What follows belongs to an exercise in optimizing a design on an open flow for small area and a short achievable clock period; a production flow would make more cautious choices.
At most, simulation tests tie the RTL to the original design; equivalence was not proved.
No functional check of the RTL was part of run 2.
No activity file was given, so power comes from the tool's default toggle rates.

==> flow/config.mk <==
export PLATFORM = sky130hd
export DESIGN_NAME = agree_core
export DESIGN_NICKNAME = agree_core
export VERILOG_FILES = /design/flow/design.v
export SDC_FILE = /design/flow/constraint.sdc
export NUM_CORES = 4
export LEC_CHECK = 0
export CAP_MARGIN = 20
export CORE_MARGIN = 2
export CORE_UTILIZATION = 55
export CTS_BUF_LIST = sky130_fd_sc_hd__clkbuf_16
export CTS_CLUSTER_DIAMETER = 100
export CTS_CLUSTER_SIZE = 20
export PLACE_DENSITY = 0.65
export SETUP_SLACK_MARGIN = 5
export SLEW_MARGIN = 20
export SYNTH_HIERARCHICAL = 1
==> flow/constraint.sdc <==
create_clock -name core_clock -period 11.0 [get_ports {clk_i}]
set_input_delay 2.2000 -clock core_clock [delete_from_list [all_inputs] [get_ports {clk_i}]]
set_output_delay 2.2000 -clock core_clock [all_outputs]
set_load 0.01 [all_outputs]
==> flow/design.v <==
module agree_rf_sel (
    input  logic [30:0] d,
    input  logic [30:0] s,
    output logic        y
);
    assign y = |(d & s);
endmodule
module agree_add32 (
    input  logic [31:0] a,
    input  logic [31:0] b,
    input  logic        ci,
    output logic [31:0] s,
    output logic        co
);
    logic lo;
    assign {co, s, lo} = {1'b0, a, 1'b1} + {1'b0, b, ci};
endmodule
module agree_core (
    input  logic        clk_i,
    input  logic        rst_ni,
    output logic [31:0] imem_addr_o,
    input  logic [31:0] imem_rdata_i,
    output logic [13:0] dmem_addr_o,
    output logic [3:0]  dmem_wren_o,
    output logic [31:0] dmem_wdata_o,
    input  logic [31:0] dmem_rdata_i,
    input  logic [31:0] io_sw_i,
    input  logic [3:0]  io_btn_i,
    output logic [31:0] pc_debug_o,
    output logic        insn_vld_o,
    output logic        wb_wren_o,
    output logic [4:0]  wb_rd_o,
    output logic [31:0] wb_data_o,
    output logic [31:0] io_ledr_o,
    output logic [6:0]  io_hex0_o,
                        io_hex1_o,
                        io_hex2_o,
                        io_hex3_o,
                        io_hex4_o,
                        io_hex5_o,
    output logic [31:0] io_lcd_o
);
    localparam logic [6:0] OP_LUI = 7'b0110111, OP_AUIPC = 7'b0010111, OP_JAL = 7'b1101111,
                           OP_JALR = 7'b1100111, OP_BR = 7'b1100011, OP_LD = 7'b0000011,
                           OP_ST = 7'b0100011, OP_IMM = 7'b0010011, OP_REG = 7'b0110011;
    logic [31:2] pc_f;
    logic        fd_v;
    logic [31:0] fd_ir, fd_rv1;
    logic [31:2] fd_pc;
    logic        fd_lui, fd_auipc, fd_jal, fd_jalr, fd_br, fd_ld, fd_st, fd_imm, fd_reg;
    logic        dx_v, dx_we, dx_ld, dx_br, dx_dwe, dx_iowe, dx_kill, x_we;
    logic [4:0]  dx_sh;
    logic [4:0]  dx_rd;
    logic [2:0]  dx_f3;
    logic [3:0]  dx_lanes;
    logic        dx_sub, dx_sra, dx_c_eq, dx_c_lt, dx_c_ltu, dx_inv;
    logic        dx_s_add, dx_s_slt, dx_s_sltu, dx_s_xor, dx_s_or, dx_s_and, dx_s_sll, dx_s_srl;
    logic [31:0] dx_a, dx_b;
    logic [31:2] dx_alt, dx_pc;
    logic        mw_v, mw_we;
    logic [4:0]  mw_rd;
    logic [31:0] mw_data;
    logic [31:2] mw_pc;
    logic        stall, d_redir, x_redir;
    logic [31:0] x_res, dsum;
    logic [31:0] rf_q [1:31];
    logic [31:1] rf_ok, sel1, sel2;
    logic [4:0]  rs1_f, rs2;
    logic [31:0] rv1_f, rv2;
    for (genvar i = 1; i < 32; i++) begin : g_rf
        always_ff @(posedge clk_i) begin
            if (mw_we && mw_rd == i) rf_q[i] <= mw_data;
        end
        always_ff @(posedge clk_i or negedge rst_ni) begin
            if (!rst_ni) rf_ok[i] <= 1'b0;
            else if (mw_we && mw_rd == i) rf_ok[i] <= 1'b1;
        end
        assign sel1[i] = rf_ok[i] & (rs1_f == i);
        assign sel2[i] = rf_ok[i] & (rs2 == i);
    end
    for (genvar b = 0; b < 32; b++) begin : g_rd
        logic [30:0] col;
        for (genvar i = 1; i < 32; i++) begin : g_col
            assign col[i-1] = rf_q[i][b];
        end
        agree_rf_sel u_rd1 (.d(col), .s(sel1), .y(rv1_f[b]));
        agree_rf_sel u_rd2 (.d(col), .s(sel2), .y(rv2[b]));
    end
    assign imem_addr_o = {pc_f, 2'b00};
    always_ff @(posedge clk_i or negedge rst_ni) begin
        if (!rst_ni) pc_f <= '0;
        else if (x_redir) pc_f <= dx_alt;
        else if (!stall) pc_f <= d_redir ? dsum[31:2] : pc_f + 30'd1;
    end
    always_ff @(posedge clk_i or negedge rst_ni) begin
        if (!rst_ni) fd_v <= 1'b0;
        else if (x_redir || d_redir) fd_v <= 1'b0;
        else if (!stall) fd_v <= 1'b1;
    end
    logic [31:0] fd_rv1_d;
    logic        hxf1, hwf1, hx1;
    assign rs1_f = imem_rdata_i[19:15];
    assign hxf1  = x_we & (dx_rd == rs1_f);
    assign hwf1  = mw_we & (mw_rd == rs1_f);
    always_ff @(posedge clk_i) begin
        if (!stall) begin
            fd_ir    <= imem_rdata_i;
            fd_pc    <= pc_f;
            fd_rv1   <= hxf1 ? x_res : hwf1 ? mw_data : rv1_f;
            fd_lui   <= imem_rdata_i[6:0] == OP_LUI;
            fd_auipc <= imem_rdata_i[6:0] == OP_AUIPC;
            fd_jal   <= imem_rdata_i[6:0] == OP_JAL;
            fd_jalr  <= imem_rdata_i[6:0] == OP_JALR;
            fd_br    <= imem_rdata_i[6:0] == OP_BR;
            fd_ld    <= imem_rdata_i[6:0] == OP_LD;
            fd_st    <= imem_rdata_i[6:0] == OP_ST;
            fd_imm   <= imem_rdata_i[6:0] == OP_IMM;
            fd_reg   <= imem_rdata_i[6:0] == OP_REG;
        end else begin
            fd_rv1   <= hx1 ? x_res : fd_rv1;
        end
    end
    logic [2:0] f3;
    logic [4:0] rd;
    logic       f7_zero, f7_alt;
    assign f3  = fd_ir[14:12];
    assign rd  = fd_ir[11:7];
    assign rs2 = fd_ir[24:20];
    assign f7_zero = (fd_ir[31:25] == 7'b0000000);
    assign f7_alt  = (fd_ir[31:25] == 7'b0100000);
    logic i_alu;
    assign i_alu = fd_imm | fd_reg;
    logic legal;
    always_comb begin
        legal = fd_lui | fd_auipc | fd_jal | fd_jalr | fd_br | fd_ld | fd_st;
        if (fd_reg) legal = f7_zero | f7_alt;
        if (fd_imm) legal = (f3 == 3'b001) ? f7_zero : (f3 == 3'b101) ? (f7_zero | f7_alt) : 1'b1;
    end
    logic writes;
    assign writes = fd_lui | fd_auipc | fd_jal | fd_jalr | fd_ld | i_alu;
    logic [31:0] imm;
    always_comb begin
        if (fd_st)                  imm = {{20{fd_ir[31]}}, fd_ir[31:25], fd_ir[11:7]};
        else if (fd_br)             imm = {{20{fd_ir[31]}}, fd_ir[7], fd_ir[30:25], fd_ir[11:8], 1'b0};
        else if (fd_jal)            imm = {{12{fd_ir[31]}}, fd_ir[19:12], fd_ir[20], fd_ir[30:21], 1'b0};
        else if (fd_lui | fd_auipc) imm = {fd_ir[31:12], 12'b0};
        else                        imm = {{20{fd_ir[31]}}, fd_ir[31:20]};
    end
    logic hx2, hw2;
    assign hx1 = x_we & (dx_rd == fd_ir[19:15]);
    assign hx2 = x_we & (dx_rd == rs2);
    assign hw2 = mw_we & (mw_rd == rs2);
    logic [31:0] fv1, fv2;
    assign fv1 = hx1 ? x_res : fd_rv1;
    assign fv2 = hx2 ? x_res : hw2 ? mw_data : rv2;
    logic        use_pc, use_rs1;
    logic [31:0] dop;
    assign use_pc  = fd_jal | fd_br | fd_auipc;
    assign use_rs1 = fd_ld | fd_st | fd_jalr;
    assign dop  = ({32{use_pc}} & {fd_pc, 2'b00}) | ({32{use_rs1}} & fd_rv1);
    logic dsum_co;
    agree_add32 u_dadd (.a(dop), .b(imm), .ci(1'b0), .s(dsum), .co(dsum_co));
    logic pred;
    assign pred    = fd_br & fd_ir[31];
    assign stall   = fd_v & use_rs1 & hx1;
    assign d_redir = fd_v & (fd_jal | fd_jalr | pred) & ~stall;
    logic go;
    assign go = fd_v & ~stall;
    logic [3:0] lanes;
    always_comb begin
        case (f3[1:0])
            2'b00:   lanes = 4'b0001 << dsum[1:0];
            2'b01:   lanes = dsum[1] ? 4'b1100 : 4'b0011;
            default: lanes = 4'b1111;
        endcase
    end
    logic sub;
    assign sub = fd_br | (i_alu & (f3 == 3'b010 | f3 == 3'b011)) | (fd_reg & f3 == 3'b000 & fd_ir[30]);
    logic [31:0] b_d;
    always_comb begin
        if (fd_st) begin
            case (f3[1:0])
                2'b00:   b_d = {4{fv2[7:0]}};
                2'b01:   b_d = {2{fv2[15:0]}};
                default: b_d = fv2;
            endcase
        end
        else if (fd_reg | fd_br) b_d = fv2;
        else if (fd_imm)         b_d = imm;
        else                     b_d = 32'd0;
    end
    always_ff @(posedge clk_i or negedge rst_ni) begin
        if (!rst_ni) begin
            dx_v <= 1'b0; dx_we <= 1'b0; dx_ld <= 1'b0; dx_br <= 1'b0;
            dx_dwe <= 1'b0; dx_iowe <= 1'b0; dx_kill <= 1'b0;
        end else begin
            dx_kill <= x_redir;
            dx_v    <= go & legal;
            dx_we   <= go & legal & writes & (rd != 5'd0);
            dx_ld   <= go & fd_ld;
            dx_br   <= go & fd_br;
            dx_dwe  <= go & fd_st & (dsum[17:16] == 2'b01);
            dx_iowe <= go & fd_st & (dsum[17:16] == 2'b10);
        end
    end
    always_ff @(posedge clk_i) begin
        dx_rd    <= rd;
        dx_sh    <= b_d[4:0];
        dx_f3    <= f3;
        dx_lanes <= lanes;
        dx_pc    <= fd_pc;
        dx_alt   <= (fd_br & ~fd_ir[31]) ? dsum[31:2] : pc_f;
        if (i_alu | fd_br)         dx_a <= fv1;
        else if (fd_jal | fd_jalr) dx_a <= {pc_f, 2'b00};
        else                       dx_a <= dsum;
        dx_b     <= b_d ^ {32{sub}};
        dx_c_eq  <= f3[2:1] == 2'b00;
        dx_c_lt  <= f3[2:1] == 2'b10;
        dx_c_ltu <= f3[2:1] == 2'b11;
        dx_inv   <= (f3[0] & (f3[2] | ~f3[1])) ^ pred;
        dx_sub  <= sub;
        dx_sra  <= fd_ir[30];
        dx_s_add  <= ~i_alu | f3 == 3'b000;
        dx_s_slt  <= i_alu & f3 == 3'b010;
        dx_s_sltu <= i_alu & f3 == 3'b011;
        dx_s_xor  <= i_alu & f3 == 3'b100;
        dx_s_or   <= i_alu & f3 == 3'b110;
        dx_s_and  <= i_alu & f3 == 3'b111;
        dx_s_sll  <= i_alu & f3 == 3'b001;
        dx_s_srl  <= i_alu & f3 == 3'b101;
    end
    logic [31:0] a, b;
    assign a = dx_a;
    assign b = dx_b;
    logic [31:0] sum;
    logic        cout;
    agree_add32 u_xadd (.a(a), .b(b), .ci(dx_sub), .s(sum), .co(cout));
    logic lt, ltu, eq;
    assign ltu = ~cout;
    assign lt  = (a[31] ^ ~b[31]) ? a[31] : sum[31];
    assign eq  = &(a ^ b);
    logic [31:0] sh_in, sh_out, sh_r;
    logic        sh_fill;
    always_comb begin
        for (int i = 0; i < 32; i++) sh_in[i] = dx_s_sll ? a[31-i] : a[i];
    end
    assign sh_fill = dx_sra & a[31] & ~dx_s_sll;
    always_comb begin
        sh_r = sh_in;
        for (int k = 0; k < 5; k++)
            if (dx_sh[k]) sh_r = (sh_r >> (1 << k)) | ({32{sh_fill}} << (32 - (1 << k)));
    end
    always_comb begin
        for (int i = 0; i < 32; i++) sh_out[i] = dx_s_sll ? sh_r[31-i] : sh_r[i];
    end
    logic [31:0] res;
    assign res = ({32{dx_s_add}}  & sum)
               | ({32{dx_s_slt}}  & {31'd0, lt})
               | ({32{dx_s_sltu}} & {31'd0, ltu})
               | ({32{dx_s_xor}}  & (a ^ b))
               | ({32{dx_s_or}}   & (a | b))
               | ({32{dx_s_and}}  & (a & b))
               | ({32{dx_s_sll | dx_s_srl}} & sh_out);
    logic cond;
    assign cond    = (dx_c_eq & eq) | (dx_c_lt & lt) | (dx_c_ltu & ltu);
    assign x_redir = dx_br & ~dx_kill & (cond ^ dx_inv);
    assign x_we    = dx_we & ~dx_kill;
    assign dmem_addr_o  = dx_a[15:2];
    assign dmem_wren_o  = dx_lanes & {4{dx_dwe & ~dx_kill}};
    assign dmem_wdata_o = dx_b;
    logic [31:0] oreg [0:3];
    logic [31:0] sw_q;
    logic [3:0]  btn_q;
    for (genvar w = 0; w < 4; w++) begin : g_oreg
        for (genvar l = 0; l < 4; l++) begin : g_lane
            always_ff @(posedge clk_i or negedge rst_ni) begin
                if (!rst_ni) oreg[w][8*l +: 8] <= 8'd0;
                else if (dx_iowe && !dx_kill && dx_lanes[l] && dx_a[3:2] == w) oreg[w][8*l +: 8] <= dx_b[8*l +: 8];
            end
        end
    end
    always_ff @(posedge clk_i) begin
        sw_q  <= io_sw_i;
        btn_q <= io_btn_i;
    end
    assign io_ledr_o = oreg[0];
    assign io_hex0_o = oreg[1][6:0];
    assign io_hex1_o = oreg[1][14:8];
    assign io_hex2_o = oreg[1][22:16];
    assign io_hex3_o = oreg[1][30:24];
    assign io_hex4_o = oreg[2][6:0];
    assign io_hex5_o = oreg[2][14:8];
    assign io_lcd_o  = oreg[3];
    logic [31:0] ld_word, ld_data;
    logic [7:0]  ld_byte;
    logic [15:0] ld_half;
    always_comb begin
        case (dx_a[17:16])
            2'b10:   ld_word = oreg[dx_a[3:2]];
            2'b11:   ld_word = dx_a[2] ? {24'd0, 4'h4, btn_q} : sw_q;
            default: ld_word = dmem_rdata_i;
        endcase
        ld_half = dx_a[1] ? ld_word[31:16] : ld_word[15:0];
        ld_byte = dx_a[0] ? ld_half[15:8] : ld_half[7:0];
        case (dx_f3)
            3'b000:  ld_data = {{24{ld_byte[7]}}, ld_byte};
            3'b001:  ld_data = {{16{ld_half[15]}}, ld_half};
            3'b100:  ld_data = {24'd0, ld_byte};
            3'b101:  ld_data = {16'd0, ld_half};
            default: ld_data = ld_word;
        endcase
    end
    assign x_res = dx_ld ? ld_data : res;
    always_ff @(posedge clk_i or negedge rst_ni) begin
        if (!rst_ni) begin
            mw_v <= 1'b0; mw_we <= 1'b0;
        end else begin
            mw_v  <= dx_v & ~dx_kill;
            mw_we <= x_we;
        end
    end
    always_ff @(posedge clk_i) begin
        mw_rd   <= dx_rd;
        mw_pc   <= dx_pc;
        mw_data <= x_res;
    end
    assign insn_vld_o = mw_v;
    assign wb_wren_o  = mw_we;
    assign wb_rd_o    = mw_rd;
    assign wb_data_o  = mw_data;
    assign pc_debug_o = {mw_pc, 2'b00};
endmodule
==> flow/run.sh <==
#!/bin/bash
# synth_recipe.tcl (not shown) runs the flow's synth.tcl, then flattens the netlist and writes it again
# the make line also repeats each setting of config.mk as NAME=value (left out here)
make -C /OpenROAD-flow-scripts/flow DESIGN_CONFIG=/design/flow/config.mk WORK_HOME=/design/flow/orfs CLKGATE_MAP_FILE= SYNTH_SCRIPT=/design/flow/synth_recipe.tcl finish
==> results of run 1 <==
[report_power, final]
part           leakage [nW]  total (mW)  switching (mW)  internal, mW
sequential             14.7        6.92           0.310          6.61
combinational          14.0        1.61            1.03         0.586
clock                  1.58        3.59            2.05          1.54
total                  30.2        12.1            3.39          8.74
[worst max-delay path: cells and delay by family (launching register included)]
family                     cells  cell delay [ns]
AOI/OAI and AO/OA             13             2.57
xor gates and xnor gates       2             1.28
DFF                            1             0.71
adders and majority gates      1             0.40
buffers and inverters          1             0.27
and+or+nand+nor                1             0.12
[routing by layer]
layer	up-vias	GRT usage, %	wire length [um]
met1	30466	56.5	111000
li1	25111	-	-
met2	5422	69.5	141000
met5	-	0.245	206
met4	22	28.3	25600
met3	1221	14.7	45100
[area by class of cell]
type	instances	area, um2	area share [%]
sequential	1545	42500	51.0
clock buffer	90	2250	2.70
tap	1768	2210	2.65
timing repair buffer	581	5270	6.32
multi-input combinational	4095	30100	36.1
clock inverter	80	528	0.633
inverter	120	452	0.542
antenna	8	20.0	0.0240
[final timing paths]
path,start,end,cells after the start
max,dx_a[3],dx_b[31],18
min,dx_pc[2],mw_pc[2],0
max reg2reg,dx_a[3],dx_b[31],18
min reg2reg,dx_pc[2],mw_pc[2],0
max in group asynchronous,rst_ni,rf_ok[7],2
min in group asynchronous,rst_ni,oreg[1][27],1
[stage by stage]
stage	instance area (um2)	power, mW
after floorplan	74300	7.64
after global placement	80600	8.57
after detailed placement	80600	8.59
after CTS	83300	12.0
after global routing	83300	12.4
final	83400	12.1
[cells in the final DEF, fill, tap and decap left out, types with 100 or more instances in the layout]
cell                n
nand2_1           349
o21ai_0           183
a22oi_1           797
nand3_1           198
mux2_2            177
mux2i_1           145
buf_4             224
a21oi_1           265
clkdlybuf4s50_1   355
edfxtp_1         1056
a22o_1            100
inv_1             182
dfxtp_1           284
dfrtp_1           199
nand4_1           159
nor2_1            255
ha_1              129
==> impl_results.md, run 1 <==
* Required time worst endpoint at 11.54 ns
* WL final at 323 mm
* Final std cells w/o fill at 8287
* PortBufs at about 360
* First-pass GRT wire length at 443 mm
* Largest register by flop count: rf_q
* Leakage at between 30 and 40 nW
* Unrepaired setup endpoints after global routing: no
* Period utilisation layout at between 50% and 60%
* Clock Tree Root: clkbuf_16
* Total Die Area at ~0.14 mm2
* DRT Pass-1 Iters at 10
* Critical path capture point type: register
* Grt ovf at 0
* Reg-to-reg slack, setup at ~5.4 ns
* Worst Skew at 0.0707 ns
* Final setup margin at 5.39 ns
* Layout cells sized above 1 at 12.0%
* Hold-fix buffers at CTS at 0
* P per Cell Area at between 100 and 150 mW/mm2
* GRT Overall Usage at around 46%
* HPWL Detailed at around 220 mm
* Post-layout minimum cycle time at 5.61 ns
* Status: timing/DRC/antenna clean
* Post-Syn Area per Cell at between 10 and 15 um2
* Syn Inst Count at around 6100
* Clock Tree Buf Depth at 3
* Crit Path Category: reg2reg
* Peak supply drop at between 0.0001 and 0.00015 V
* CP peak stage delay at between 1 and 1.5 ns
* Postcts setup bufs at 0
* Finish-stage setup viols at 0
* Slew Viols, Final at 0
* Vias at a little over 60000
* Vias in the first global route at 58068
* Achievable Freq at around 180 MHz
* Final ANT Viol Nets at 0
* Row count at ~130
* Slew HR at about a tenth
* Worst Path Max Fanout at 33
* Largest regs: rf_q: 992 flops, oreg: 128 flops
* Die height at 372 um
* Clk slew on worst S/H paths at approximately 0.09 ns
* Area grow syn2layout at 12.2%
* # DRC at 0
* Post-layout util at between 60% and 70%
* Die Wd at about 370 um
* # clock sinks at approximately 1500
* Initial detailed-routing violation count at between 10000 and 15000
* Tightest Pin Transition at 1.33 ns
* Inserted Clock Buffers at 90
* # H-tree levels at 3
* Largest net degree at the start of global routing at about 120
* Worst hold slack at around 0.33 ns
* Initial Util at a little under three fifths
* Worst-path cell chain: ha_1, a21o_1, a21oi_1, nand2_1, o21ai_2, o21ai_0, o211ai_1, a21oi_1, xor2_1, a22oi_1, o211ai_1, a21oi_1, a32oi_1, buf_4, o21ai_0, o21ai_0, o221ai_1, xnor2_1
* Crit-path slowest cell: xnor2_1
* Wire per inst at approximately 40 um
* Critical path arrival at approximately 6 ns
* Core Box Area at between 0.1 and 0.15 mm2
* Fin. Hold Viols at 0
* Setup TNS at 0 ns
* Antenna violations before repair at 19
* Pre-CTS setup slack at roughly 5.2 ns
* Fin nets at 6666
* Dpl cells at between 8000 and 9000
* IO Pins at 361
* Insertion delay to the later sink of the worst-skew pair at approximately 0.79 ns
* Final GP Congestion at approximately 1.1
* CTS tree: yes
* Post-CTS sizing at 0
* Mapped Area at between 0.07 and 0.08 mm2
* Startpoint types: register
* Max reg flops at 992
* Yosys warning count at 9
* Worst hold path class: reg2reg
* Max Cap Viol at 0
* Vias per cell at ~7.5
* Fill cells at around 10000
==> inputs of run 2 (changes only) <==
--- a/flow/design.v
+++ b/flow/design.v
@@ -247,7 +247,3 @@
     assign sh_fill = dx_sra & a[31] & ~dx_s_sll;
-    always_comb begin
-        sh_r = sh_in;
-        for (int k = 0; k < 5; k++)
-            if (dx_sh[k]) sh_r = (sh_r >> (1 << k)) | ({32{sh_fill}} << (32 - (1 << k)));
-    end
+    assign sh_r = $signed({sh_fill, sh_in}) >>> dx_sh;
     always_comb begin
--- a/flow/config.mk
+++ b/flow/config.mk
@@ -9,7 +9,4 @@
 export CORE_MARGIN = 2
-export CORE_UTILIZATION = 55
-export CTS_BUF_LIST = sky130_fd_sc_hd__clkbuf_16
-export CTS_CLUSTER_DIAMETER = 100
-export CTS_CLUSTER_SIZE = 20
-export PLACE_DENSITY = 0.65
+export CORE_UTILIZATION = 50
+export PLACE_DENSITY = 0.6
 export SETUP_SLACK_MARGIN = 5
==> run 2 against run 1 <==
Count of clock-buffer cells in the layout rose by 131. Cell count up 5.2%. Cell area is 3.5% higher. First-iteration DRC count shrank 5.6%. Register-to-register slack worse by 0.03 ns. Routed wire length is 3.5% higher. Utilization shrank 3.9 points. Sequential share of layout area down 1.7 points. Die area increased by 10%. Combinational power hardly changed.
==> impl_results.md, run 2 <==
* Initial Util at 50.4% (-5.2 points)
* Fin. Hold Viols at 0 (unchanged)
* Antenna violations before repair at 25 (+6)
* Row count at 141 (+5.2%)
* Leakage at 31.0 nW (+2.6%)
* Post-layout minimum cycle time at 5.64 ns (+0.0326 ns)
* Most common cell after layout, fill and taps aside: edfxtp_1
* Largest regs: rf_q: 992 flops, oreg: 128 flops
* Achievable Freq at 177 MHz (-0.58%)
* Slew Viols, Final at 0 (unchanged)
* Critical path arrival at 6.28 ns (+0.13 ns)
* Insertion delay to the later sink of the worst-skew pair at 0.84 ns (+0.05 ns)
* # clock sinks at 1545 (unchanged)
* Die height at 390 um (+4.9%)
* Most frequent cells in the layout: edfxtp_1 (1056), a22oi_1 (800), nand2_1 (486)
* PortBufs at 356 (unchanged)
* Largest net degree at the start of global routing at 132 (+9.1%)
* Vias per cell at 7.21 (-4.1%)
* Tightest Pin Transition at 1.26 ns (-0.0751 ns)
* Status: timing/DRC/antenna clean
* IO Pins at 361 (unchanged)
* Finish-stage setup viols at 0 (unchanged)
* R2R Path End: dx_b[8]
* Final ANT Viol Nets at 0 (unchanged)
* Inserted Clock Buffers at 161 (+79%)
* First-pass GRT wire length at 460 mm (+3.8%)
* Hold_sp: dx_pc[24]
* DRT Pass-1 Iters at 10 (unchanged)
* Post-Syn Area per Cell at 12.0 um2 (-2.1%)
* Clk slew on worst S/H paths at 0.07 ns (-0.02 ns)
* Crit Path Category: reg2reg
* Worst hold path class: reg2reg
* Max Cap Viol at 0 (unchanged)
* Total Die Area at 0.152 mm2 (+10%)
* Slew HR at 15.3% (+4.8 points)
* Core Box Area at 0.148 mm2 (+10%)
* Clock Tree Buf Depth at 3 (unchanged)
* Post-layout util at 58.4% (-3.9 points)
* Vias in the first global route at 59044 (+1.7%)
* Initial detailed-routing violation count at 9827 (-5.6%)
* Worst Setup EP: dx_b[8]
* Die Wd at 390 um (+4.9%)
* # DRC at 0 (unchanged)
* Fin nets at 6870 (+3.1%)
* Syn Inst Count at 6205 (+2.4%)
* Yosys warning count at 9 (unchanged)
* Critical path startpoint: dx_a[17]
* Area grow syn2layout at 15.9%
* Setup TNS at 0 ns (unchanged)
* Required time worst endpoint at 11.64 ns (+0.10 ns)
* Wire per inst at 38.4 um (-1.6%)
* Clock Tree Root: clkbuf_16
* Hold-fix buffers at CTS at 0 (unchanged)
* Peak supply drop at 0.000188 V (+30%)
* Final Power at 14.1 mW (+17%)
* HPWL Detailed at 225 mm (+2.5%)
* WL final at 334 mm (+3.5%)
* Reg-to-reg slack, setup at 5.36 ns (-0.03 ns)
* Mapped Area at 0.0744 mm2 (+0.22%)
* FF-to-FF Start: dx_a[17]
* Worst Skew at 0.0597 ns (-0.0110 ns)
* Post-CTS sizing at 0 (unchanged)
* Vias at 62821 (+0.93%)
* Unrepaired setup endpoints after global routing: no
* # H-tree levels at 4 (+1)
* Final GP Congestion at 1.06 (-2.0%)
* Layout cells sized above 1 at 12.5% (+0.50 points)
* R2R depth at 11 (-7)
* Largest register by flop count: rf_q
* GRT Overall Usage at 42.9% (-2.7 points)
* Startpoint types: register
* Critical path capture point type: register
* Grt ovf at 0 (unchanged)
* P per Cell Area at 164 mW/mm2 (+13%)
* Period utilisation layout at 51.3% (+0.30 points)
* Max reg flops at 992 (unchanged)
* Worst Path Max Fanout at 59 (+79%)
* Postcts setup bufs at 0 (unchanged)
* CTS tree: yes
run 2: layout make-up:
cell class	instances	area [um2]
clock inverters	78	946
inverters	115	433
clock buffers	221	4490
multi-input cells	4231	30200
well taps	1930	2410
fillers	12166	61500
diodes	15	37.5
repair buffers	583	5290
flip-flops and latches	1545	42500
run 2: worst min-delay path by stage:
stage | end | slack (ns) | cells after the start
finish | mw_pc[24] | 0.29 | 0
global route | mw_pc[24] | 0.31 | 0
CTS | mw_pc[24] | 0.29 | 0
detailed placement | mw_pc[20] | 0.31 | 0
global placement | mw_pc[17] | 0.31 | 0
floorplan | mw_pc[10] | 0.31 | 0
run 2: routing by layer:
metal,GRT usage (%),vias to the layer above,wire [um]
li1,-,25741,-
met1,54.4,31018,121000
met2,64.8,4857,147000
met3,12.3,1191,40800
met4,27.1,14,25800
met5,0,-,93
run 2: power by group:
part | internal, mW | switching [mW] | leakage, nW
combinational | 0.590 | 0.997 | 13.7
clock | 3.20 | 2.44 | 2.65
sequential | 6.62 | 0.296 | 14.7
run 2: through the flow:
| stage | worst slack, ns | cell area [um2] | std cells | hold WS (ns) |
|---|---|---|---|---|
| floorplan | 6.24 | 74500 | 6211 | 0.310 |
| global placement | 5.09 | 80800 | 8402 | 0.311 |
| detailed placement | 5.15 | 80800 | 8403 | 0.312 |
| CTS | 5.58 | 86300 | 8702 | 0.293 |
| global route | 5.30 | 86300 | 8706 | 0.306 |
| finish | 5.36 | 86300 | 8718 | 0.295 |
run 2: worst max-delay path, cell delays in order (launching register included):
cell and delay (ns):
dfxtp_2 0.48, buf_4 0.61, nor3b_2 0.86, a22oi_1 0.34, nand2_1 0.28, o211ai_1 0.17, nor2_1 0.54, a32o_1 0.72
inv_1 0.30, o211ai_1 0.25, a31oi_1 0.14, xnor2_1 0.70
==> inputs of run 3 (changes only) <==
--- a/flow/design.v
+++ b/flow/design.v
@@ -92,3 +92,4 @@
         else if (x_redir) pc_f <= dx_alt;
-        else if (!stall) pc_f <= d_redir ? dsum[31:2] : pc_f + 30'd1;
+        else if (stall) pc_f <= fd_pc;
+        else pc_f <= d_redir ? dsum[31:2] : pc_f + 30'd1;
     end
@@ -96,4 +97,3 @@
         if (!rst_ni) fd_v <= 1'b0;
-        else if (x_redir || d_redir) fd_v <= 1'b0;
-        else if (!stall) fd_v <= 1'b1;
+        else fd_v <= ~(x_redir | d_redir | stall);
     end
@@ -105,18 +105,14 @@
     always_ff @(posedge clk_i) begin
-        if (!stall) begin
-            fd_ir    <= imem_rdata_i;
-            fd_pc    <= pc_f;
-            fd_rv1   <= hxf1 ? x_res : hwf1 ? mw_data : rv1_f;
-            fd_lui   <= imem_rdata_i[6:0] == OP_LUI;
-            fd_auipc <= imem_rdata_i[6:0] == OP_AUIPC;
-            fd_jal   <= imem_rdata_i[6:0] == OP_JAL;
-            fd_jalr  <= imem_rdata_i[6:0] == OP_JALR;
-            fd_br    <= imem_rdata_i[6:0] == OP_BR;
-            fd_ld    <= imem_rdata_i[6:0] == OP_LD;
-            fd_st    <= imem_rdata_i[6:0] == OP_ST;
-            fd_imm   <= imem_rdata_i[6:0] == OP_IMM;
-            fd_reg   <= imem_rdata_i[6:0] == OP_REG;
-        end else begin
-            fd_rv1   <= hx1 ? x_res : fd_rv1;
-        end
+        fd_ir    <= imem_rdata_i;
+        fd_pc    <= pc_f;
+        fd_rv1   <= hxf1 ? x_res : hwf1 ? mw_data : rv1_f;
+        fd_lui   <= imem_rdata_i[6:0] == OP_LUI;
+        fd_auipc <= imem_rdata_i[6:0] == OP_AUIPC;
+        fd_jal   <= imem_rdata_i[6:0] == OP_JAL;
+        fd_jalr  <= imem_rdata_i[6:0] == OP_JALR;
+        fd_br    <= imem_rdata_i[6:0] == OP_BR;
+        fd_ld    <= imem_rdata_i[6:0] == OP_LD;
+        fd_st    <= imem_rdata_i[6:0] == OP_ST;
+        fd_imm   <= imem_rdata_i[6:0] == OP_IMM;
+        fd_reg   <= imem_rdata_i[6:0] == OP_REG;
     end
@@ -247,3 +243,7 @@
     assign sh_fill = dx_sra & a[31] & ~dx_s_sll;
-    assign sh_r = $signed({sh_fill, sh_in}) >>> dx_sh;
+    always_comb begin
+        sh_r = sh_in;
+        for (int k = 0; k < 5; k++)
+            if (dx_sh[k]) sh_r = (sh_r >> (1 << k)) | ({32{sh_fill}} << (32 - (1 << k)));
+    end
     always_comb begin
--- a/flow/config.mk
+++ b/flow/config.mk
@@ -9,4 +9,7 @@
 export CORE_MARGIN = 2
-export CORE_UTILIZATION = 50
-export PLACE_DENSITY = 0.6
+export CORE_UTILIZATION = 55
+export CTS_BUF_LIST = sky130_fd_sc_hd__clkbuf_16
+export CTS_CLUSTER_DIAMETER = 100
+export CTS_CLUSTER_SIZE = 28
+export PLACE_DENSITY = 0.7
 export SETUP_SLACK_MARGIN = 5
==> run 3 against run 2 <==
Die area is 10% lower. Critical path type unchanged. Highest routed layer unchanged. Total power is 17% lower. Routed wire length is 7.7% lower. Clock power is 44% lower. Via count is 2.6% lower. Clock skew is 0.0018 ns lower. Sequential cell count stayed put. Utilization is 3.1 points higher.
==> impl_results.md, run 3 <==
* Status: timing/DRC/antenna clean
* Max reg flops at 992 (unchanged)
* Postcts setup bufs at 0 (unchanged)
* Pre-CTS setup slack at 4.89 ns (-0.262 ns)
* Worst hold path class: reg2reg
* Reg-to-reg slack, setup at 5.34 ns (-0.02 ns)
* Vias at 61219 (-2.6%)
* Final std cells w/o fill at 8328 (-4.5%)
* Syn Inst Count at 6164 (-0.66%)
* Hold_sp: dx_pc[21]
* GRT Overall Usage at 44.0% (+1.0 points)
* Unrepaired setup endpoints after global routing: no
* Row count at 134 (-5.0%)
* Finish-stage setup viols at 0 (unchanged)
* Slew Viols, Final at 0 (unchanged)
* Final non-filler cell area at 0.0818 mm2 (-5.3%)
* Largest register by flop count: rf_q
* Vias in the first global route at 56466 (-4.4%)
* HPWL Detailed at 211 mm (-6.2%)
* Vias per cell at 7.35 (+2.0%)
* R2R Path End: dx_b[24]
* IO Pins at 361 (unchanged)
* Largest net degree at the start of global routing at 82 (-38%)
* Post-layout minimum cycle time at 5.66 ns (+0.0232 ns)
* Worst hold slack at 0.326 ns (+0.0307 ns)
* Layout cells sized above 1 at 10.1% (-2.4 points)
* Die Wd at 369 um (-5.2%)
* Setup TNS at 0 ns (unchanged)
* Most frequent cells in the layout: edfxtp_1 (992), a22oi_1 (788), nand2_1 (453)
* # H-tree levels at 3 (-1)
* Leakage at 29.3 nW (-5.6%)
* Antenna violations before repair at 30 (+20%)
* CTS tree: yes
* Startpoint types: register
* Achievable Freq at 177 MHz (-0.41%)
* Dpl cells at 8196 (-2.5%)
* P per Cell Area at 144 mW/mm2 (-12%)
* Post-CTS sizing at 0 (unchanged)
* Largest regs: rf_q: 992 flops, oreg: 128 flops
* R2R depth at 17 (+6)
* Final GP Congestion at 1.04 (-1.6%)
* Hold EP: mw_pc[21]
* Inserted Clock Buffers at 68 (-58%)
* Worst Path Max Fanout at 26 (-56%)
* Post-Syn Area per Cell at 11.9 um2 (-0.69%)
* Period utilisation layout at 51.5% (+0.21 points)
* Worst hold stages at 0 (unchanged)
* WL final at 309 mm (-7.7%)
* DRT Pass-1 Iters at 10 (unchanged)
* Wire per inst at 37.1 um (-3.4%)
* # clock sinks at 1545 (unchanged)
* Clk slew on worst S/H paths at 0.12 ns (+0.05 ns)
* Initial detailed-routing violation count at 10498 (+6.8%)
* Fin nets at 6731 (-2.0%)
* Core Box Area at 0.133 mm2 (-10%)
* Yosys warning count at 9 (unchanged)
* FF-to-FF Start: dx_a[1]
* Most common cell after layout, fill and taps aside: edfxtp_1
* Total Die Area at 0.136 mm2 (-10%)
* Area grow syn2layout at 11.3%
* Max Cap Viol at 0 (unchanged)
* First-pass GRT wire length at 429 mm (-6.7%)
* Worst Skew at 0.0579 ns (-0.00182 ns)
* Hold-fix buffers at CTS at 0 (unchanged)
* Clock Tree Root: clkbuf_16
* Crit-path slowest cell: a2111oi_0
* Final setup margin at 5.34 ns (-0.0232 ns)
* CP peak stage delay at 0.74 ns (-0.12 ns)
* Die height at 369 um (-5.2%)
* Required time worst endpoint at 11.60 ns (-0.04 ns)
* Insertion delay to the later sink of the worst-skew pair at 0.73 ns (-0.11 ns)
* # DRC at 0 (unchanged)
* Mapped Area at 0.0734 mm2 (-1.3%)
* Worst-path cell chain: buf_4, ha_1, o21ai_0, o21bai_1, a211oi_2, nor3_2, o21ai_1, o21ai_2, xor2_1, a22o_1, a2111oi_0, o21ai_0, a211oi_1, a22o_1, a21oi_1, o211ai_1, xnor2_1
* Initial Util at 55.2% (+4.9 points)
* Clock Tree Buf Depth at 3 (unchanged)
* Tightest Pin Transition at 1.33 ns (+0.0749 ns)
* Area after DPL at 0.0796 mm2 (-1.5%)
* Critical path arrival at 6.26 ns (-0.02 ns)
* Critical path capture point type: register
* Crit Path Category: reg2reg
* PortBufs at 356 (unchanged)
* Final ANT Viol Nets at 0 (unchanged)
* Peak supply drop at 0.000213 V (+13%)
* Grt ovf at 0 (unchanged)
* Slew HR at 9.98% (-5.3 points)
* Fin. Hold Viols at 0 (unchanged)
==> run 3: how the worst max path moves through the flow <==
stage | startpoint | cells past startpoint | end | slack [ns]
final | dx_a[1] | 17 | dx_b[24] | 5.34
after global routing | dx_a[1] | 17 | dx_b[24] | 5.11
after CTS | dx_a[1] | 17 | dx_b[24] | 5.64
after detailed placement | imem_rdata_i[15] | 10 | fd_rv1[6] | 4.89
after global placement | imem_rdata_i[16] | 10 | fd_rv1[6] | 4.90
after floorplan | imem_rdata_i[16] | 10 | fd_rv1[4] | 6.18
==> run 3: power by group <==
group,internal [mW],switching (mW)
Sequential,6.59,0.292
Clock,1.24,1.92
Combinational,0.652,1.06
Total,8.48,3.27
==> run 3: through the flow <==
stage | power (mW) | util (%)
floorplan | 7.71 | -
global placement | 8.63 | 59.9
detailed placement | 8.65 | 59.9
CTS | 11.7 | 61.5
global route | 12.0 | 61.5
finish | 11.8 | 61.5
==> run 3: per-layer routing <==
layer	share of wire, %	wire length (um)	up-vias	GRT usage [%]
li1	-	-	25193	-
met1	36	112000	30162	57.3
met2	45	139000	4863	68.7
met3	13	38600	975	10.9
met4	6.2	19100	26	21.5
met5	0.070	217	-	0
==> run 3: worst max-delay path: cells and delay by family (launching register included) <==
family | cells | cell delay [ns]
AO/OA/AOI/OAI | 12 | 3.89
buffers and inverters | 1 | 0.40
XOR/XNOR | 2 | 0.38
adder cells (fa/ha/maj) | 1 | 0.37
flip-flops | 1 | 0.33
AND/OR/NAND/NOR | 1 | 0.12
==> run 3: area by class of cell <==
cell class / instances / area, um2
fillers: 10649 / 51200
flip-flops and latches: 1545 / 41900
multi-input cells: 4212 / 30000
repair buffers: 562 / 5120
well taps: 1768 / 2210
clock buffers: 71 / 1780
inverters: 109 / 409
clock inverters: 52 / 362
diodes: 9 / 22.5
==> inputs of run 4 (changes only) <==
--- a/flow/config.mk
+++ b/flow/config.mk
@@ -12,4 +12,4 @@
 export CTS_CLUSTER_DIAMETER = 100
-export CTS_CLUSTER_SIZE = 28
-export PLACE_DENSITY = 0.7
+export CTS_CLUSTER_SIZE = 20
+export PLACE_DENSITY = 0.65
 export SETUP_SLACK_MARGIN = 5
==> run 4 against run 3 <==
Sequential power about the same. Routed wire length increased by 1.0%. Cell area increased by 0.78%. Largest power group unchanged. Still clean on timing, DRC and antenna. Non-clock buffer count unchanged. Highest routed layer unchanged.
==> impl_results.md, run 4 <==
* Status: timing/DRC/antenna clean
* Max reg flops at 992 (unchanged)
* Slew Viols, Final at 0 (unchanged)
* Final ANT Viol Nets at 0 (unchanged)
* HPWL Detailed at 210 mm (-0.42%)
* Largest net degree at the start of global routing at 86 (+4.9%)
* Setup TNS at 0 ns (unchanged)
* Critical path arrival at 6.09 ns (-0.17 ns)
* Worst Setup EP: dx_b[24]
* DRT Pass-1 Iters at 9 (-1)
* Insertion delay to the later sink of the worst-skew pair at 0.78 ns (+0.05 ns)
* Vias per cell at 7.33 (-0.28%)
* First-pass GRT wire length at 432 mm (+0.79%)
* WP buf/inv at 1 (unchanged)
* R2R depth at 17 (unchanged)
* Antenna violations before repair at 17 (-43%)
* Worst-path cell chain: buf_4, ha_1, o21ai_0, o21bai_1, a211oi_2, nor3_2, o21ai_1, o21ai_2, xor2_1, a22o_1, a2111oi_1, o21ai_0, a211oi_1, a22o_1, a21oi_1, o211ai_1, xnor2_1
* Reg-to-reg slack, setup at 5.55 ns (+0.21 ns)
* Row count at 134 (unchanged)
* Total Die Area at 0.136 mm2 (unchanged)
* Pre-CTS setup slack at 5.17 ns (+0.275 ns)
* Grt ovf at 0 (unchanged)
* Required time worst endpoint at 11.63 ns (+0.03 ns)
* Hold-fix buffers at CTS at 0 (unchanged)
* Critical path capture point type: register
* Worst Skew at 0.0730 ns (+0.0152 ns)
* CP peak stage delay at 0.79 ns (+0.05 ns)
* Critical path startpoint: dx_a[1]
* Most common cell after layout, fill and taps aside: edfxtp_1
* Inserted Clock Buffers at 89 (+31%)
* Post-CTS sizing at 0 (unchanged)
* Yosys warning count at 9 (unchanged)
* Vias in the first global route at 57292 (+1.5%)
* Crit-path slowest cell: a2111oi_1
* Post-Syn Area per Cell at 11.9 um2 (unchanged)
* WL final at 312 mm (+1.0%)
* Final setup margin at 5.55 ns (+0.213 ns)
* Met1 Wirelength at 108 mm (-2.9%)
* Slew HR at 18.0% (+8.0 points)
* Final GP Congestion at 1.08 (+3.2%)
* Initial Util at 55.2% (unchanged)
* Final Power at 12.1 mW (+3.3%)
* Vias at 61431 (+0.35%)
* Postcts setup bufs at 0 (unchanged)
* Area grow syn2layout at 12.2%
* Unrepaired setup endpoints after global routing: no
* Delay-heaviest family, CP: compound AO/OA/AOI/OAI gates
* Clock Tree Root: clkbuf_16
* Post-layout minimum cycle time at 5.45 ns (-0.213 ns)
* # clock sinks at 1545 (unchanged)
* Met3 WL post-DR at 41.5 mm (+7.5%)
* Largest register by flop count: rf_q
* P per Cell Area at 147 mW/mm2 (+2.5%)
* Met2 WL post-DR at 139 mm (-0.22%)
* Largest regs: rf_q: 992 flops, oreg: 128 flops
* Fin nets at 6752 (+0.31%)
* Peak supply drop at 0.000181 V (-15%)
* Finish-stage setup viols at 0 (unchanged)
* Cell depth of the worst setup path at 17 (unchanged)
* Die Wd at 369 um (unchanged)
* # H-tree levels at 3 (unchanged)
* Worst hold path class: reg2reg
* R2R Path End: dx_b[24]
* Mapped Area at 0.0734 mm2 (unchanged)
* Uppermost layer routed: met5
* CTS tree: yes
* Period utilisation layout at 49.6% (-1.9 points)
* FF-to-FF Start: dx_a[1]
* Fin. Hold Viols at 0 (unchanged)
* Wire per inst at 37.2 um (+0.41%)
* Most frequent cells in the layout: edfxtp_1 (992), a22oi_1 (788), nand2_1 (453)
* GRT Overall Usage at 44.5% (+0.50 points)
* Die height at 369 um (unchanged)
* Achievable Freq at 183 MHz (+3.9%)
* Max Cap Viol at 0 (unchanged)
* Clock Tree Buf Depth at 3 (unchanged)
* Syn Inst Count at 6164 (unchanged)
* Worst Path Max Fanout at 26 (unchanged)
* PortBufs at 356 (unchanged)
* Startpoint types: register
* # DRC at 0 (unchanged)
* Layout cells sized above 1 at 10.3% (+0.19 points)
* Clk slew on worst S/H paths at 0.09 ns (-0.03 ns)
* Initial detailed-routing violation count at 10358 (-1.3%)
* Tightest Pin Transition at 1.22 ns (-0.113 ns)
* Crit Path Category: reg2reg
* Core Box Area at 0.133 mm2 (unchanged)
* Leakage at 29.7 nW (+1.3%)
* IO Pins at 361 (unchanged)
==> run 4: power by group <==
| part | switching, mW | internal (mW) |
|---|---|---|
| Clock | 2.01 | 1.53 |
| Combinational | 1.03 | 0.653 |
| Sequential | 0.317 | 6.59 |
==> run 4: how the worst min path moves through the flow <==
stage	to	cells past startpoint	start
floorplan	mw_pc[10]	0	dx_pc[10]
global placement	mw_pc[24]	0	dx_pc[24]
detailed placement	mw_pc[31]	0	dx_pc[31]
CTS	mw_pc[31]	0	dx_pc[31]
global route	mw_pc[7]	0	dx_pc[7]
finish	mw_pc[31]	0	dx_pc[31]
==> run 4: stage by stage <==
stage / std cells / area, um2 / util, % / hold slack [ns]
6_report: 8380 / 82400 / 62.0 / 0.330
5_1_grt: 8369 / 82400 / 62.0 / 0.336
4_1_cts: 8360 / 82300 / 61.9 / 0.330
3_5_place_dp: 8195 / 79600 / 59.9 / 0.312
3_3_place_gp: 8194 / 79600 / 59.8 / 0.310
2_1_floorplan: 6170 / 73500 / - / 0.310
==> run 4: final cells by class <==
type,count,area [um2]
Fill cell,10652,50600
Sequential cell,1545,41900
Multi-Input combinational cell,4212,30000
Timing Repair Buffer,562,5140
Clock buffer,89,2230
Tap cell,1768,2210
Clock inverter,76,512
Inverter,109,409
Antenna cell,19,47.5
==> run 4: layer usage <==
metal | vias to the layer above | global-route usage (%)
li1 | 25263 | -
met1 | 29945 | 55.9
met2 | 5062 | 68.2
met3 | 1153 | 13.4
met4 | 8 | 25.9
met5 | - | 0
==> inputs of run 5 (changes only) <==
--- a/flow/config.mk
+++ b/flow/config.mk
@@ -12,3 +12,3 @@
 export CTS_CLUSTER_DIAMETER = 100
-export CTS_CLUSTER_SIZE = 20
+export CTS_CLUSTER_SIZE = 24
 export PLACE_DENSITY = 0.65
==> run 5 against run 4 <==
Non-clock buffer count decreased by 1. Cell area decreased by 0.49%. Worst setup slack got worse by 0.028 ns. Largest cell class unchanged. Routed wire length decreased by 0.44%. Worst hold slack got worse by 0.0013 ns. Sequential power about the same. Sequential share of layout area increased by 0.25 points. Still clean. Cell count decreased by 0.33%. Critical endpoint unchanged. Via count decreased by 0.24%. Clock power decreased by 6.8%. Global-route usage decreased by 0.074 points. Die area unchanged.
==> impl_results.md, run 5 <==
* Vias per cell at 7.34 (about the same)
* GRT Overall Usage at 44.4% (-0.074 points)
* Peak supply drop at 0.000149 V (-18%)
* Antenna violations before repair at 23 (+6)
* Crit Path Category: reg2reg
* Final std cells w/o fill at 8352 (-0.33%)
* Total Die Area at 0.136 mm2 (unchanged)
* DRT Pass-1 Iters at 10 (+1)
* Final GP Congestion at 1.08 (unchanged)
* PortBufs at 356 (unchanged)
* Worst hold path class: reg2reg
* Hold-fix buffers at CTS at 0 (unchanged)
* Most frequent cells in the layout: edfxtp_1 (992), a22oi_1 (788), nand2_1 (453)
* Worst hold slack at 0.329 ns (-0.00131 ns)
* Insertion delay to the later sink of the worst-skew pair at 0.75 ns (-0.03 ns)
* Hold EP: mw_pc[20]
* Leakage at 29.4 nW (-0.73%)
* Setup TNS at 0 ns (unchanged)
* Die Wd at 369 um (unchanged)
* Inserted Clock Buffers at 77 (-13%)
* WL final at 310 mm (-0.44%)
* Critical path arrival at 6.12 ns (+0.03 ns)
* Initial Util at 55.2% (unchanged)
* HPWL Detailed at 210 mm (unchanged)
* Status: timing/DRC/antenna clean
* P per Cell Area at 145 mW/mm2 (-1.5%)
* # H-tree levels at 3 (unchanged)
* R2R Path End: dx_b[24]
* Clk slew on worst S/H paths at 0.11 ns (+0.02 ns)
* Largest regs: rf_q: 992 flops, oreg: 128 flops
* Largest register by flop count: rf_q
* Reg-to-reg slack, setup at 5.52 ns (-0.03 ns)
* Layout cells sized above 1 at 10.1% (-0.13 points)
* First-pass GRT wire length at 431 mm (-0.20%)
* # DRC at 0 (unchanged)
* Worst Path Max Fanout at 26 (unchanged)
* Syn Inst Count at 6164 (unchanged)
* Mapped Area at 0.0734 mm2 (unchanged)
* Slew HR at 16.0% (-2.0 points)
* Row count at 134 (unchanged)
* Initial detailed-routing violation count at 10204 (-1.5%)
* # clock sinks at 1545 (unchanged)
* Max reg flops at 992 (unchanged)
* Post-layout minimum cycle time at 5.48 ns (+0.0280 ns)
* Post-CTS sizing at 0 (unchanged)
* Required time worst endpoint at 11.64 ns (about the same)
* Area grow syn2layout at 11.6%
* Critical path startpoint: dx_a[1]
* Post-Syn Area per Cell at 11.9 um2 (unchanged)
* CTS tree: yes
* Worst-path cell chain: buf_4, ha_1, o21ai_0, o21bai_1, a211oi_2, nor3_2, o21ai_1, o21ai_2, xor2_1, a22o_1, a2111oi_1, o21ai_0, a211oi_1, a22o_1, a21oi_1, o211ai_1, xnor2_1
* Pre-CTS setup slack at 5.17 ns (unchanged)
* FF-to-FF Start: dx_a[1]
* Grt ovf at 0 (unchanged)
* Worst hold stages at 0 (unchanged)
* Worst Skew at 0.0381 ns (-0.0349 ns)
* Max Cap Viol at 0 (unchanged)
* Largest net degree at the start of global routing at 86 (unchanged)
* Fin. Hold Viols at 0 (unchanged)
* CP peak stage delay at 0.77 ns (-0.02 ns)
* Most common cell after layout, fill and taps aside: edfxtp_1
* Startpoint types: register
* Finish-stage setup viols at 0 (unchanged)
* Period utilisation layout at 49.8% (+0.25 points)
* Wire per inst at 37.2 um (-0.11%)
* Vias at 61286 (-0.24%)
* Postcts setup bufs at 0 (unchanged)
* Clock Tree Buf Depth at 3 (unchanged)
* IO Pins at 361 (unchanged)
* Dpl cells at 8195 (unchanged)
* Critical path capture point type: register
* Die height at 369 um (unchanged)
* Slew Viols, Final at 0 (unchanged)
* R2R depth at 17 (unchanged)
* Vias in the first global route at 57087 (-0.36%)
* Core Box Area at 0.133 mm2 (unchanged)
* Clock Tree Root: clkbuf_16
* Final ANT Viol Nets at 0 (unchanged)
* Final setup margin at 5.52 ns (-0.0280 ns)
* Tightest Pin Transition at 1.25 ns (+0.0297 ns)
* Unrepaired setup endpoints after global routing: no
* Hold_sp: dx_pc[20]
* Crit-path slowest cell: a2111oi_1
* Fin nets at 6739 (-0.19%)
* Yosys warning count at 9 (unchanged)
* Achievable Freq at 182 MHz (-0.51%)
[run 5: final cells by class]
type	instances	area (um2)
Tap cell	1768	2210
Fill cell	10688	51000
Sequential cell	1545	41900
Inverter	109	409
Antenna cell	14	35.0
Clock inverter	65	427
Clock buffer	78	1950
Timing Repair Buffer	561	5110
Multi-Input combinational cell	4212	30000
[run 5: worst max-delay path: cells and delay by family (launching register included)]
kind            cells  cell delay [ns]
xor+xnor            2             0.36
compound gates     12             3.81
flops               1             0.31
simple gates        1             0.13
fa+ha+maj           1             0.36
buf+inv             1             0.37
[run 5: worst max path at each step]
stage / depth (start not counted) / endpoint
floorplan: 10 / fd_rv1[4]
global placement: 9 / dx_b[15]
detailed placement: 11 / fd_rv1[30]
CTS: 17 / dx_b[24]
global route: 17 / dx_b[24]
finish: 17 / dx_b[24]
[run 5: through the flow]
stage | utilization (%) | power, mW | instance area, um2
finish | 61.7 | 11.9 | 82000
global placement | 59.8 | 8.62 | 79600
detailed placement | 59.9 | 8.65 | 79600
floorplan | - | 7.71 | 73500
CTS | 61.6 | 11.8 | 82000
global route | 61.7 | 12.2 | 82000
[run 5: power breakdown]
group,internal [mW],leakage [nW],switching (mW)
logic,0.652,13.6,1.03
clock network,1.34,1.34,1.97
registers,6.59,14.5,0.314
total,8.58,29.4,3.31
[run 5: routing by layer]
| layer | track usage, % | share of wire [%] | vias up |
|---|---|---|---|
| met5 | 0 | 0.030 | - |
| met4 | 26.7 | 7.4 | 14 |
| met3 | 13.3 | 13 | 1097 |
| met2 | 67.8 | 45 | 4862 |
| met1 | 55.8 | 35 | 30079 |
| li1 | - | - | 25234 |
==> inputs of run 6 (changes only) <==
--- a/flow/config.mk
+++ b/flow/config.mk
@@ -13,2 +13,3 @@
 export CTS_CLUSTER_SIZE = 24
+export GPL_ROUTABILITY_DRIVEN = 0
 export PLACE_DENSITY = 0.65
==> run 6 against run 5 <==
Worst setup slack got worse by 0.041 ns. Still clean on timing, DRC and antenna. Worst hold slack got worse by 0.012 ns. Routed wire length fell by 2.6%.
==> impl_results.md, run 6 <==
* Status: timing/DRC/antenna clean
* Row count at 134 (unchanged)
* Worst hold path class: reg2reg
* Largest net degree at the start of global routing at 101 (+17%)
* Mapped Area at 0.0734 mm2 (unchanged)
* Inserted Clock Buffers at 76 (-1.3%)
* P per Cell Area at 144 mW/mm2 (-0.47%)
* Crit Path Category: reg2reg
* Achievable Freq at 181 MHz (-0.75%)
* Crit-path slowest cell: a2111oi_1
* Post-CTS sizing at 0 (unchanged)
* Vias per cell at 7.35 (+0.11%)
* Fin. Hold Viols at 0 (unchanged)
* Clk slew on worst S/H paths at 0.10 ns (about the same)
* FF-to-FF Start: dx_a[1]
* Period utilisation layout at 50.2% (+0.38 points)
* Critical path arrival at 6.12 ns (about the same)
* Required time worst endpoint at 11.60 ns (-0.04 ns)
* Total Die Area at 0.136 mm2 (unchanged)
* Hold EP: mw_pc[21]
* Hold_sp: dx_pc[21]
* Clock Tree Buf Depth at 3 (unchanged)
* # DRC at 0 (unchanged)
* Core Box Area at 0.133 mm2 (unchanged)
* Post-Syn Area per Cell at 11.9 um2 (unchanged)
* Reg-to-reg slack, setup at 5.48 ns (-0.04 ns)
* First-pass GRT wire length at 421 mm (-2.5%)
* Yosys warning count at 9 (unchanged)
* Tightest Pin Transition at 1.38 ns (+0.136 ns)
* R2R Path End: dx_b[26]
* Slew Viols, Final at 0 (unchanged)
* # clock sinks at 1545 (unchanged)
* CTS tree: yes
* Vias at 61295 (+0.015%)
* Worst hold slack at 0.317 ns (-0.0124 ns)
* Seq. cell area at 0.0419 mm2 (about the same)
* Clock Tree Root: clkbuf_16
* Initial detailed-routing violation count at 10595 (+3.8%)
* Unrepaired setup endpoints after global routing: no
* Initial Util at 55.2% (unchanged)
* Worst Skew at 0.0554 ns (+0.0173 ns)
* Most frequent cells in the layout: edfxtp_1 (992), a22oi_1 (788), nand2_1 (453)
* Postcts setup bufs at 0 (unchanged)
* Finish-stage setup viols at 0 (unchanged)
* # H-tree levels at 3 (unchanged)
* Die Wd at 369 um (unchanged)
* Worst Path Max Fanout at 26 (unchanged)
* Worst hold stages at 0 (unchanged)
* Area grow syn2layout at 11.5% (about the same)
* Critical path capture point type: register
* R2R depth at 17 (unchanged)
* Slew HR at 7.50% (-8.5 points)
* Largest register by flop count: rf_q
* GRT Overall Usage at 43.2% (-1.2 points)
* Antenna violations before repair at 24 (+4.3%)
* Startpoint types: register
* WL final at 302 mm (-2.6%)
* DRT Pass-1 Iters at 13 (+3)
* Peak supply drop at 0.000124 V (-17%)
* Setup TNS at 0 ns (unchanged)
* Insertion delay to the later sink of the worst-skew pair at 0.76 ns (about the same)
* Wire per inst at 36.2 um (-2.5%)
* Final ANT Viol Nets at 0 (unchanged)
* HPWL Detailed at 197 mm (-6.2%)
* Syn Inst Count at 6164 (unchanged)
* Worst-path cell chain: buf_4, ha_1, o21ai_0, o21bai_1, a211oi_2, nor3_2, o21ai_1, o21ai_2, a21oi_1, xnor2_1, a2111oi_1, o221ai_1, a31oi_1, a22oi_1, a221oi_1, a221oi_1, xnor2_1
* Max reg flops at 992 (unchanged)
* Leakage at 29.4 nW (about the same)
* Fin nets at 6739 (unchanged)
* Post-layout minimum cycle time at 5.52 ns (+0.0413 ns)
* Die height at 369 um (unchanged)
* CP peak stage delay at 1.02 ns (+0.25 ns)
* Most common cell after layout, fill and taps aside: edfxtp_1
* Max Cap Viol at 0 (unchanged)
* IO Pins at 361 (unchanged)
* Grt ovf at 0 (unchanged)
* Multi-input gate area at 0.0300 mm2 (about the same)
* Hold-fix buffers at CTS at 0 (unchanged)
* Vias in the first global route at 57701 (+1.1%)
* Largest regs: rf_q: 992 flops, oreg: 128 flops
* Fill cells at 10676 (-0.11%)
* PortBufs at 356 (unchanged)
* Layout cells sized above 1 at 10.0% (-0.10 points)
[run 6: final cells by class]
type	count	area share, %
sequential	1545	51.1
multi-input combinational	4212	36.6
timing repair buffer	562	6.25
tap	1768	2.70
clock buffer	78	2.38
inverter	109	0.499
clock inverter	61	0.446
antenna	9	0.0275
[run 6: worst max-delay path by stage]
stage                     start   endpoint  cells past startpoint
2_1_floorplan  imem_rdata_i[16]  fd_rv1[4]                     10
3_3_place_gp   dmem_rdata_i[23]   dx_b[29]                      9
3_5_place_dp   dmem_rdata_i[15]   dx_b[29]                      9
4_1_cts                 dx_a[3]    pc_f[2]                     15
5_1_grt                 dx_a[3]    pc_f[2]                     15
6_report                dx_a[1]   dx_b[26]                     17
[run 6: worst max-delay path, delay by kind of cell, from the launching register on]
family	cells	cell delay (ns)
AO/OA/AOI/OAI	12	3.92
buffers and inverters	1	0.37
AND/OR/NAND/NOR	1	0.11
XOR/XNOR	2	0.28
adder cells (fa/ha/maj)	1	0.36
flip-flops	1	0.32
[run 6: per-stage QoR]
step	utilization, %	instance area, um2	power, mW	instances	worst slack [ns]
floorplan	-	73500	7.71	6170	6.18
global route	61.6	81900	12.1	8340	5.59
detailed placement	59.8	79500	8.60	8193	5.15
CTS	61.6	81800	11.8	8332	5.75
global placement	59.8	79500	8.58	8193	5.28
finish	61.6	81900	11.8	8344	5.48
[run 6: per-layer routing]
layer	global-route usage, %	part of all wire (%)	vias up
li1	-	-	25229
met1	52.8	34	29884
met2	64.4	43	4935
met3	16.8	15	1225
met4	26.4	7.6	22
met5	0.427	0.076	-
[run 6: power by group]
part | leakage (nW) | switching (mW) | internal (mW)
logic | 13.6 | 1.02 | 0.649
clock network | 1.31 | 1.94 | 1.33
registers | 14.5 | 0.297 | 6.59
total | 29.4 | 3.26 | 8.56
==> inputs of run 7 (changes only) <==
--- a/flow/design.v
+++ b/flow/design.v
@@ -52,2 +52,4 @@
     logic [4:0]  dx_sh;
+    logic        dx_rg_out, dx_rg_in, dx_rg_ram, dx_l_mid1, dx_l_mid3, dx_l_byte, dx_l_word, dx_l_sgn;
+    logic [3:0]  dx_l_lo;
     logic [4:0]  dx_rd;
@@ -206,2 +208,12 @@
         dx_lanes <= lanes;
+        dx_rg_out <= fd_ld & (dsum[17:16] == 2'b10);
+        dx_rg_in  <= fd_ld & (dsum[17:16] == 2'b11);
+        dx_rg_ram <= fd_ld & ~dsum[17];
+        for (int k = 0; k < 4; k++)
+            dx_l_lo[k] <= fd_ld & (f3[1] ? (k == 0) : f3[0] ? (k == {dsum[1], 1'b0}) : (k == dsum[1:0]));
+        dx_l_mid1 <= fd_ld & (f3[1] | (f3[0] & ~dsum[1]));
+        dx_l_mid3 <= fd_ld & ~f3[1] & f3[0] & dsum[1];
+        dx_l_byte <= fd_ld & ~f3[1] & ~f3[0];
+        dx_l_word <= fd_ld & f3[1];
+        dx_l_sgn  <= fd_ld & ~f3[2] & ~f3[1];
         dx_pc    <= fd_pc;
@@ -290,21 +302,17 @@
     logic [31:0] ld_word, ld_data;
-    logic [7:0]  ld_byte;
-    logic [15:0] ld_half;
+    logic [7:0]  ld_lo, ld_mid;
+    logic        ld_ext;
     always_comb begin
-        case (dx_a[17:16])
-            2'b10:   ld_word = oreg[dx_a[3:2]];
-            2'b11:   ld_word = dx_a[2] ? {24'd0, 4'h4, btn_q} : sw_q;
-            default: ld_word = dmem_rdata_i;
-        endcase
-        ld_half = dx_a[1] ? ld_word[31:16] : ld_word[15:0];
-        ld_byte = dx_a[0] ? ld_half[15:8] : ld_half[7:0];
-        case (dx_f3)
-            3'b000:  ld_data = {{24{ld_byte[7]}}, ld_byte};
-            3'b001:  ld_data = {{16{ld_half[15]}}, ld_half};
-            3'b100:  ld_data = {24'd0, ld_byte};
-            3'b101:  ld_data = {16'd0, ld_half};
-            default: ld_data = ld_word;
-        endcase
+        ld_word = ({32{dx_rg_ram}} & dmem_rdata_i)
+                | ({32{dx_rg_out}} & oreg[dx_a[3:2]])
+                | ({32{dx_rg_in}}  & (dx_a[2] ? {24'd0, 4'h4, btn_q} : sw_q));
+        ld_lo = '0;
+        for (int k = 0; k < 4; k++) ld_lo = ld_lo | ({8{dx_l_lo[k]}} & ld_word[8*k +: 8]);
+        ld_mid = ({8{dx_l_mid1}} & ld_word[15:8]) | ({8{dx_l_mid3}} & ld_word[31:24]);
+        ld_ext = dx_l_sgn & (dx_l_byte ? ld_lo[7] : ld_mid[7]);
+        ld_data[7:0]   = ld_lo;
+        ld_data[15:8]  = ld_mid | {8{ld_ext & dx_l_byte}};
+        ld_data[31:16] = dx_l_word ? ld_word[31:16] : {16{ld_ext}};
     end
-    assign x_res = dx_ld ? ld_data : res;
+    assign x_res = ld_data | (res & {32{~dx_ld}});
     always_ff @(posedge clk_i or negedge rst_ni) begin
--- a/flow/config.mk
+++ b/flow/config.mk
@@ -12,4 +12,3 @@
 export CTS_CLUSTER_DIAMETER = 100
-export CTS_CLUSTER_SIZE = 24
-export GPL_ROUTABILITY_DRIVEN = 0
+export CTS_CLUSTER_SIZE = 20
 export PLACE_DENSITY = 0.65
==> run 7 against run 6 <==
Sequential power about the same. Die area up 0.28%. Worst hold slack improved by 0.013 ns. Sequential cell count grew 9. Global-route usage is 1.6 points higher. Sequential share of layout area decreased by 0.31 points. Total power is 1.5% higher. Routed wire length rose by 3.7%. Synthesized cell count decreased by 3.3%. Utilization is 0.56 points higher. Count of clock-buffer cells in the layout is 12 higher. Critical path type unchanged.
==> impl_results.md, run 7 <==
* Status: timing/DRC/antenna clean
* Core Box Area at 0.133 mm2 (+0.13%)
* # DRC at 0 (unchanged)
* WP buf/inv at 2 (+1)
* Total Die Area at 0.137 mm2 (+0.28%)
* Initial Util at 55.3% (+0.086 points)
* Clock Tree Buf Depth at 3 (unchanged)
* # H-tree levels at 3 (unchanged)
* Delay-heaviest family, CP: compound AO/OA/AOI/OAI gates
* Most frequent cells in the layout: edfxtp_1 (992), a22oi_1 (816), dfxtp_1 (356)
* Startpoint types: register
* Wire per inst at 38.3 um (+5.8%)
* # clock sinks at 1554 (+0.58%)
* PortBufs at 356 (unchanged)
* Reg-to-reg slack, setup at 5.17 ns (-0.31 ns)
* Most common cell after layout, fill and taps aside: edfxtp_1
* Syn Inst Count at 5960 (-3.3%)
* Critical path capture point type: register
* Post-layout minimum cycle time at 5.83 ns (+0.306 ns)
* Fill cells at 10532 (-1.3%)
* Initial detailed-routing violation count at 9827 (-7.2%)
* Achievable Freq at 172 MHz (-5.3%)
* Die Wd at 370 um (+0.14%)
* Finish-stage setup viols at 0 (unchanged)
* Yosys warning count at 9 (unchanged)
* Critical path arrival at 6.44 ns (+0.32 ns)
* Final ANT Viol Nets at 0 (unchanged)
* Post-Syn Area per Cell at 12.4 um2 (+3.7%)
* WL final at 314 mm (+3.7%)
* Largest net degree at the start of global routing at 93 (-7.9%)
* Antenna violations before repair at 23 (-4.2%)
* Setup TNS at 0 ns (unchanged)
* Crit Path Category: reg2reg
* Period utilisation layout at 53.0% (+2.8 points)
* GRT Overall Usage at 44.8% (+1.6 points)
* Final setup margin at 5.17 ns (-0.306 ns)
* Inserted Clock Buffers at 90 (+18%)
* Post-CTS sizing at 0 (unchanged)
* Worst Path Max Fanout at 54 (+110%)
* Insertion delay to the later sink of the worst-skew pair at 0.78 ns (+0.02 ns)
* Postcts setup bufs at 0 (unchanged)
* Max reg flops at 992 (unchanged)
* Worst hold path class: reg2reg
* Tightest Pin Transition at 1.33 ns (-0.0554 ns)
* Area grow syn2layout at 12.4%
* First-pass GRT wire length at 433 mm (+3.0%)
* Final GP Congestion at 1.06
* Layout cells sized above 1 at 12.5% (+2.4 points)
* Die height at 370 um (+0.14%)
* Row count at 134 (unchanged)
* Hold-fix buffers at CTS at 0 (unchanged)
* Largest register by flop count: rf_q
* Clock Tree Root: clkbuf_16
* CTS tree: yes
* CP peak stage delay at 0.84 ns (-0.18 ns)
* Grt ovf at 0 (unchanged)
* Fin. Hold Viols at 0 (unchanged)
* Largest regs: rf_q: 992 flops, oreg: 128 flops
* Slew HR at 10.4% (+2.9 points)
* Vias per cell at 7.42 (+1.1%)
* Slew Viols, Final at 0 (unchanged)
* Vias in the first global route at 57049 (-1.1%)
* IO Pins at 361 (unchanged)
* Mapped Area at 0.0737 mm2 (+0.28%)
* Worst Skew at 0.0482 ns (-0.00723 ns)
* HPWL Detailed at 216 mm (+9.7%)
* Required time worst endpoint at 11.61 ns (about the same)
* Unrepaired setup endpoints after global routing: no
* Crit-path slowest cell: dfxtp_2
* Clk slew on worst S/H paths at 0.09 ns (about the same)
* Peak supply drop at 0.000173 V (+40%)
* CP most frequent cell: buf_4
* Vias at 60729 (-0.92%)
* Fin nets at 6573 (-2.5%)
* Leakage at 30.0 nW (+1.9%)
* Pre-CTS setup slack at 5.13 ns (-0.0189 ns)
* Worst-path cell chain: buf_4, mux2_2, mux4_2, o32ai_1, a2111oi_0, a311oi_1, o211ai_2, buf_4, o21ai_1, a221oi_1, xnor2_1
* DRT Pass-1 Iters at 10 (-3)
* P per Cell Area at 145 mW/mm2 (+0.46%)
* Max Cap Viol at 0 (unchanged)
-- run 7: final cells by class --
cell class / count / area, um2 / area share (%)
sequential: 1554 / 42000 / 50.8
multi-input combinational: 3996 / 30100 / 36.3
timing repair buffer: 583 / 5290 / 6.39
clock buffer: 90 / 2250 / 2.72
tap: 1768 / 2210 / 2.67
clock inverter: 66 / 458 / 0.553
inverter: 115 / 432 / 0.522
antenna: 8 / 20.0 / 0.0242
-- run 7: per-stage QoR --
stage          instance area [um2]  power, mW  instances  hold slack, ns  utilization (%)
2_1_floorplan                73700       7.63       5966           0.310                -
3_3_place_gp                 80000       8.49       8014           0.310             60.1
3_5_place_dp                 80000       8.51       8015           0.312             60.1
4_1_cts                      82700       12.0       8171           0.331             62.1
5_1_grt                      82700       12.3       8172           0.336             62.2
6_report                     82800       12.0       8180           0.330             62.2
-- run 7: final timing paths --
path	cells after the start	startpoint	to
max reg2reg	11	dx_sh[2]	dx_b[27]
max in group asynchronous	3	rst_ni	mw_we
min in group asynchronous	1	rst_ni	oreg[1][22]
min reg2reg	0	dx_pc[18]	mw_pc[18]
min	0	dx_pc[18]	mw_pc[18]
max	11	dx_sh[2]	dx_b[27]
-- run 7: metal layers --
layer  vias to the layer above  wire length [um]  track usage, %
met3                      1179             40600            12.6
li1                      24667                 -               -
met5                         -               184               0
met4                        22             26200            29.5
met2                      5098            139000            69.0
met1                     29763            107000            55.2
-- run 7: where the power goes --
group / internal (mW) / leakage (nW) / switching, mW
Sequential: 6.60 / 14.6 / 0.306
Combinational: 0.604 / 13.9 / 0.931
Clock: 1.52 / 1.50 / 2.03

## what the ideal ports hide
No port has a modelled driver above. Below, the same layouts with a new extraction and two added sets of constraints. Step 1, drivers: a clkbuf_16 drives clk_i and a buf_2 each remaining input, both assumed. Step 2 times the ports against the registers' clock, not the clock port: input delays grow and output delays shrink by t, the midpoint of the rising clock arrivals with the driver on. Slacks: ideal / step 1 / step 2; pairs: ideal / step 1.
run | shift t [ns] | setup WS [ns]
run 1 | 0.840 | 5.391 / 5.391 / 4.897
run 2 | 0.896 | 5.359 / 5.359 / 4.828
run 3 | 0.788 | 5.335 / 5.335 / 4.662
run 4 | 0.830 | 5.548 / 5.548 / 5.062
run 5 | 0.820 | 5.520 / 5.520 / 5.122
run 6 | 0.820 | 5.479 / 5.479 / 4.885
run 7 | 0.841 | 5.173 / 5.173 / 4.754
After both steps setup and hold are still met in every run listed.
